Context: an optimization exercise on an open-source flow, tuned for small area, a short achievable clock period and few clock cycles per item. The choices shown serve that exercise and are no tape-out recipe. In this exercise RTL edits were held to simulation tests only and were not proved equivalent to the original.

### flow/run.sh
#!/bin/bash
# synth_recipe.tcl (not shown) runs the flow's synth.tcl, then flattens the netlist and writes it again
# the make line also repeats each setting of config.mk as NAME=value (left out here)
make -C /OpenROAD-flow-scripts/flow DESIGN_CONFIG=/design/flow/config.mk WORK_HOME=/design/flow/orfs CLKGATE_MAP_FILE= SYNTH_SCRIPT=/design/flow/synth_recipe.tcl finish
### flow/design.v
module murmur (
    input logic clk,
    input logic resetn,
    output logic in_ready,
    input logic [63:0] in_data,
    input logic in_valid,
    input logic in_last_processed,
    input logic [63:0] in_serialnum,
    input logic out_ready,
    output logic [95:0] out_data,
    output logic out_valid,
    output logic out_last_processed,
    output logic [63:0] out_serialnum
);
logic [31:0] h0, h1, h2, h3, h4;
logic [31:0] h2_q;
logic [63:0] data_q;
assign h0 = in_data[31:0] ^ (in_data[31:0] >> 16);
assign h1 = h0 * 32'h85ebca6b;
assign h2 = h1 ^ (h1 >> 13);
always_ff @(posedge clk) begin
    if (~resetn)
        out_valid <= 1'b0;
    else if (out_ready)
        out_valid <= in_valid;
end
always_ff @(posedge clk) begin
    if (out_ready) begin
        h2_q <= h2;
        data_q <= in_data;
        out_last_processed <= in_last_processed;
        out_serialnum <= in_serialnum;
    end
end
assign h3 = h2_q * 32'hc2b2ae35;
assign h4 = h3 ^ (h3 >> 16);
assign in_ready = out_ready;
assign out_data = {h4, data_q};
endmodule
module murmur_multi#(
    parameter NUM_HASHER = 4
)(
    input logic clk,
    input logic resetn,
    output logic [NUM_HASHER-1:0] in_ready,
    input logic [NUM_HASHER-1:0] [63:0] in_data,
    input logic [NUM_HASHER-1:0] in_valid,
    input logic [NUM_HASHER-1:0] in_last_processed,
    input logic [NUM_HASHER-1:0] [63:0] in_serialnum,
    input logic [NUM_HASHER-1:0] out_ready,
    output logic [NUM_HASHER-1:0] [63:0] out_tuple,
    output logic [NUM_HASHER-1:0] [31:0] out_tag,
    output logic [NUM_HASHER-1:0] out_valid,
    output logic [NUM_HASHER-1:0] out_last_processed,
    output logic [NUM_HASHER-1:0] [63:0] out_serialnum
    );
for (genvar i = 0; i < NUM_HASHER; i = i + 1) begin : lane
    logic [95:0] out_data;
    murmur murmur_inst (
            .clk(clk),
            .resetn(resetn),
            .in_ready(in_ready[i]),
            .in_data(in_data[i]),
            .in_valid(in_valid[i]),
            .in_last_processed(in_last_processed[i]),
            .in_serialnum(in_serialnum[i]),
            .out_ready(out_ready[i]),
            .out_valid(out_valid[i]),
            .out_data(out_data),
            .out_last_processed(out_last_processed[i]),
            .out_serialnum(out_serialnum[i])
        );
    assign out_tuple[i] = out_data[63:0];
    assign out_tag[i] = out_data[95:64];
end
endmodule
### flow/constraint.sdc
create_clock -name core_clock -period 8.0 [get_ports {clk}]
set_input_delay 1.6000 -clock core_clock [delete_from_list [all_inputs] [get_ports {clk}]]
set_output_delay 1.6000 -clock core_clock [all_outputs]
set_load 0.01 [all_outputs]
### flow/config.mk
export PLATFORM = sky130hd
export DESIGN_NAME = murmur_multi
export DESIGN_NICKNAME = murmur_multi
export VERILOG_FILES = /design/flow/design.v
export SDC_FILE = /design/flow/constraint.sdc
export NUM_CORES = 4
export LEC_CHECK = 0
export CAP_MARGIN = 20
export CORE_MARGIN = 2
export CORE_UTILIZATION = 40
export SLEW_MARGIN = 20
==> summary.txt <==
[cells by family after synthesis]
family | Yosys count | synth area share
adder cells (fa/ha/maj) | 3082 | 0.557
buffers and inverters | 2416 | 0.101
XOR/XNOR | 695 | 0.0685
flip-flops | 648 | 0.215
AO/OA/AOI/OAI | 526 | 0.0384
AND/OR/NAND/NOR | 361 | 0.0197
multiplexers | 4 | 0.000443
[worst max path at each step]
| stage | startpoint | end | slack, ns | depth (start not counted) |
|---|---|---|---|---|
| after floorplan | lane[2].murmur_inst.h2_q[14] | out_tag[79] | -0.06 | 23 |
| after global placement | lane[0].murmur_inst.h2_q[11] | out_tag[14] | -0.94 | 25 |
| after detailed placement | lane[0].murmur_inst.h2_q[5] | out_tag[12] | -0.93 | 25 |
| after CTS | lane[2].murmur_inst.h2_q[14] | out_tag[79] | -1.11 | 25 |
| after global routing | lane[1].murmur_inst.h2_q[3] | out_tag[45] | -1.20 | 26 |
| final | lane[2].murmur_inst.h2_q[14] | out_tag[79] | -0.93 | 25 |
[synthesized netlist by cell type (72+ instances only)]
cell type     n  area [sq um]
edfxtp_1    644         19300
nand2_1      72           270
a21oi_1     165           826
a21o_1       90           676
inv_1      2398          9000
o21ai_0      83           415
nor2_1      121           454
fa_1       1569         31400
xnor2_1     470          4120
ha_1       1512         18900
xor2_1      217          1900
[cell type report]
type	instances	area (sq um)	share of cell area
inverter	2401	9030	0.0711
sequential	648	19400	0.153
timing repair buffer	3006	25900	0.204
clock buffer	93	2110	0.0167
antenna	32	80.1	0.000631
clock inverter	54	593	0.00467
tap	2992	3740	0.0295
multi-input combinational	4668	66100	0.520
[registers in the layout (all words and copies together), names as in the netlist]
register	flops
lane.murmur_inst.data_q	256
lane.murmur_inst.out_serialnum	256
lane.murmur_inst.h2_q	128
lane.murmur_inst.out_last_processed	4
lane.murmur_inst.out_valid	4
[per-stage QoR]
stage	setup TNS (ns)	util	setup slack, ns	hold slack, ns	cell area, sq um
2_1_floorplan	-0.0625	-	-0.0625	0.484	90500
3_3_place_gp	-105.22	0.525	-0.937	0.506	118000
3_5_place_dp	-115.48	0.525	-0.931	0.522	118000
4_1_cts	-73.62	0.556	-1.11	0.534	125000
5_1_grt	-97.25	0.565	-1.20	0.578	127000
6_report	-65.58	0.565	-0.934	0.520	127000
[layer usage]
metal,vias up,GRT usage
li1,30100,-
met4,24,0.159
met2,1824,0.503
met5,-,0
met1,33700,0.356
met3,490,0.0551
[timing repair]
item / in CTS / in global routing
setup buffers: 192 / 88
pin swaps: 361 / 282
gates cloned: 0 / 0
endpoints found under the setup margin: 129 / 197
gates resized for setup: 1171 / 359
hold buffers: 0 / 0
[critical path, stage by stage (launching register included)]
cell and delay, ns:
edfxtp_1 0.48, ha_4 0.29, fa_1 0.50, inv_1 0.06, fa_1 0.47, inv_1 0.05
fa_1 0.55, inv_2 0.06, fa_1 0.53, inv_1 0.05, fa_1 0.45, fa_1 0.49
inv_1 0.05, fa_1 0.49, inv_2 0.05, ha_4 0.23, a21o_1 0.17, a21o_1 0.16
a21o_1 0.19, a22o_2 0.25, or3_4 0.34, a31oi_4 0.17, xor2_1 0.15, buf_4 0.16
xnor2_1 0.11, buf_2 0.15
==> results.json <==
{
  "drt_iter0_drc": 3575,
  "required_ns": 6.40,
  "rows": 174,
  "htreeDepth": 3,
  "fin_worst_skew_ns": 0,
  "grt_max_degree": 81,
  "wire_per_inst_microns": 24.5,
  "die_area_sq_um": 230000,
  "grt_overflow": 0,
  "fmaxAchievable_ghz": 0.112,
  "grt_pass1_wl_mm": 492,
  "async_reset_ff_frac": 0,
  "crit_arrival_ns": 7.33,
  "violations": "setup timing",
  "drv_slew": 0,
  "gp_congestion": 0.994,
  "drive_gt1_frac": 0.252,
  "synth_nets": 11300,
  "highest-signal-layer": "met5",
  "syn_area_sq_um": 90300,
  "cts_sinks": 648,
  "synth-main-ff-cell": "edfxtp_1",
  "synth_edf_count": 644,
  "rsz0062_at_grt": "true",
  "io_pins": 1178,
  "die_h_microns": 479,
  "wl_met2_mm": 167,
  "cts-root-buf": "clkbuf_16",
  "hp-class": "reg2reg",
  "core_area_sq_um": 225000,
  "r2r_slack_ns": 7.21,
  "synth_seq_area_share": 0.215,
  "min_path_cells": 2,
  "antenna_found_initial": 56,
  "max_slew_margin": 0.287,
  "status": "finished with violations",
  "final.min_clock_period_ns": 8.93,
  "synth_warnings": 1,
  "clockBufferDepth": 3,
  "synth.distinct_cells": 79,
  "clock_latency_ns": 0.72,
  "dp_hpwl_mm": 302,
  "cp_max_fo": 3,
  "area_growth_pct": 40.5,
  "worst_pin_slew_ns": 1.07,
  "fin_cells": 13900,
  "track_usage": 0.296,
  "end_kind": "primary output",
  "ys_seq_elements": 648,
  "reg2reg_from": "lane[1].murmur_inst.out_valid",
  "setup_ws_ns": -0.934,
  "dr.pass1.iters": 5,
  "layout_commonest_cell": "inv_1",
  "worstSetupPathType": "reg2out",
  "hold_path_end": "lane[3].murmur_inst.out_valid",
  "avgViaCountPerCell": 4.76,
  "syn-mean-instance-area_sq_um": 11.7,
  "period_share": 1.12,
  "r2r_cells": 2,
  "hold_violations": 0,
  "die_w_microns": 479,
  "antenna_left": 0,
  "vias": 66200,
  "grt_pass1_vias": 74500,
  "met1_length_mm": 133,
  "start_util": 0.402,
  "layout.nets": 14400,
  "cap_violations": 0,
  "fillers": 19200,
  "final_cell_mix": "inv_1 (2301), buf_4 (1693), fa_1 (1488), ha_1 (1365), clkdlybuf4s50_1 (1033)",
  "clkTransAtPathRegs_ns": 0.06,
  "worstHoldStart": "lane[3].murmur_inst.out_valid",
  "io_buffers": 1177,
  "wl_met3_mm": 19.1,
  "synthCells": 7732,
  "dp.cells": 13500,
  "cts_tree": "built",
  "r2r_end": "lane[1].murmur_inst.out_valid",
  "wl_mm": 340,
  "numCtsBuffers": 82,
  "start_kind": "flop",
  "drc": 0,
  "setup_viol": 125
}
Testbench counts, summed over its fixed seeds: cycles 12,008, items 48,000.

## afterwards: timing with drivers on the ports
The flow's constraints put no driver on any port. The routed layout listed below was extracted and timed again, unchanged, in two steps. Step 1: set_driving_cell puts a clkbuf_16 on clk and a buf_2 on each other input, an assumption about the parent block. Step 2, shift: input delay + t, output delay - t, t = (earliest + latest rising clock arrival at the registers) / 2. This alone moves slack from input paths to output paths. Three values: ideal ports, drivers, drivers and shift; two values: the first two.
t (ns): 0.832
setup WS [ns]: -0.934 / -1.040 / -0.644
slew at the worst register clock pin (ns): 0.08 / 0.08
For this run, drivers alone change the setup slack by -0.106 ns; drivers and shift together by +0.290 ns.
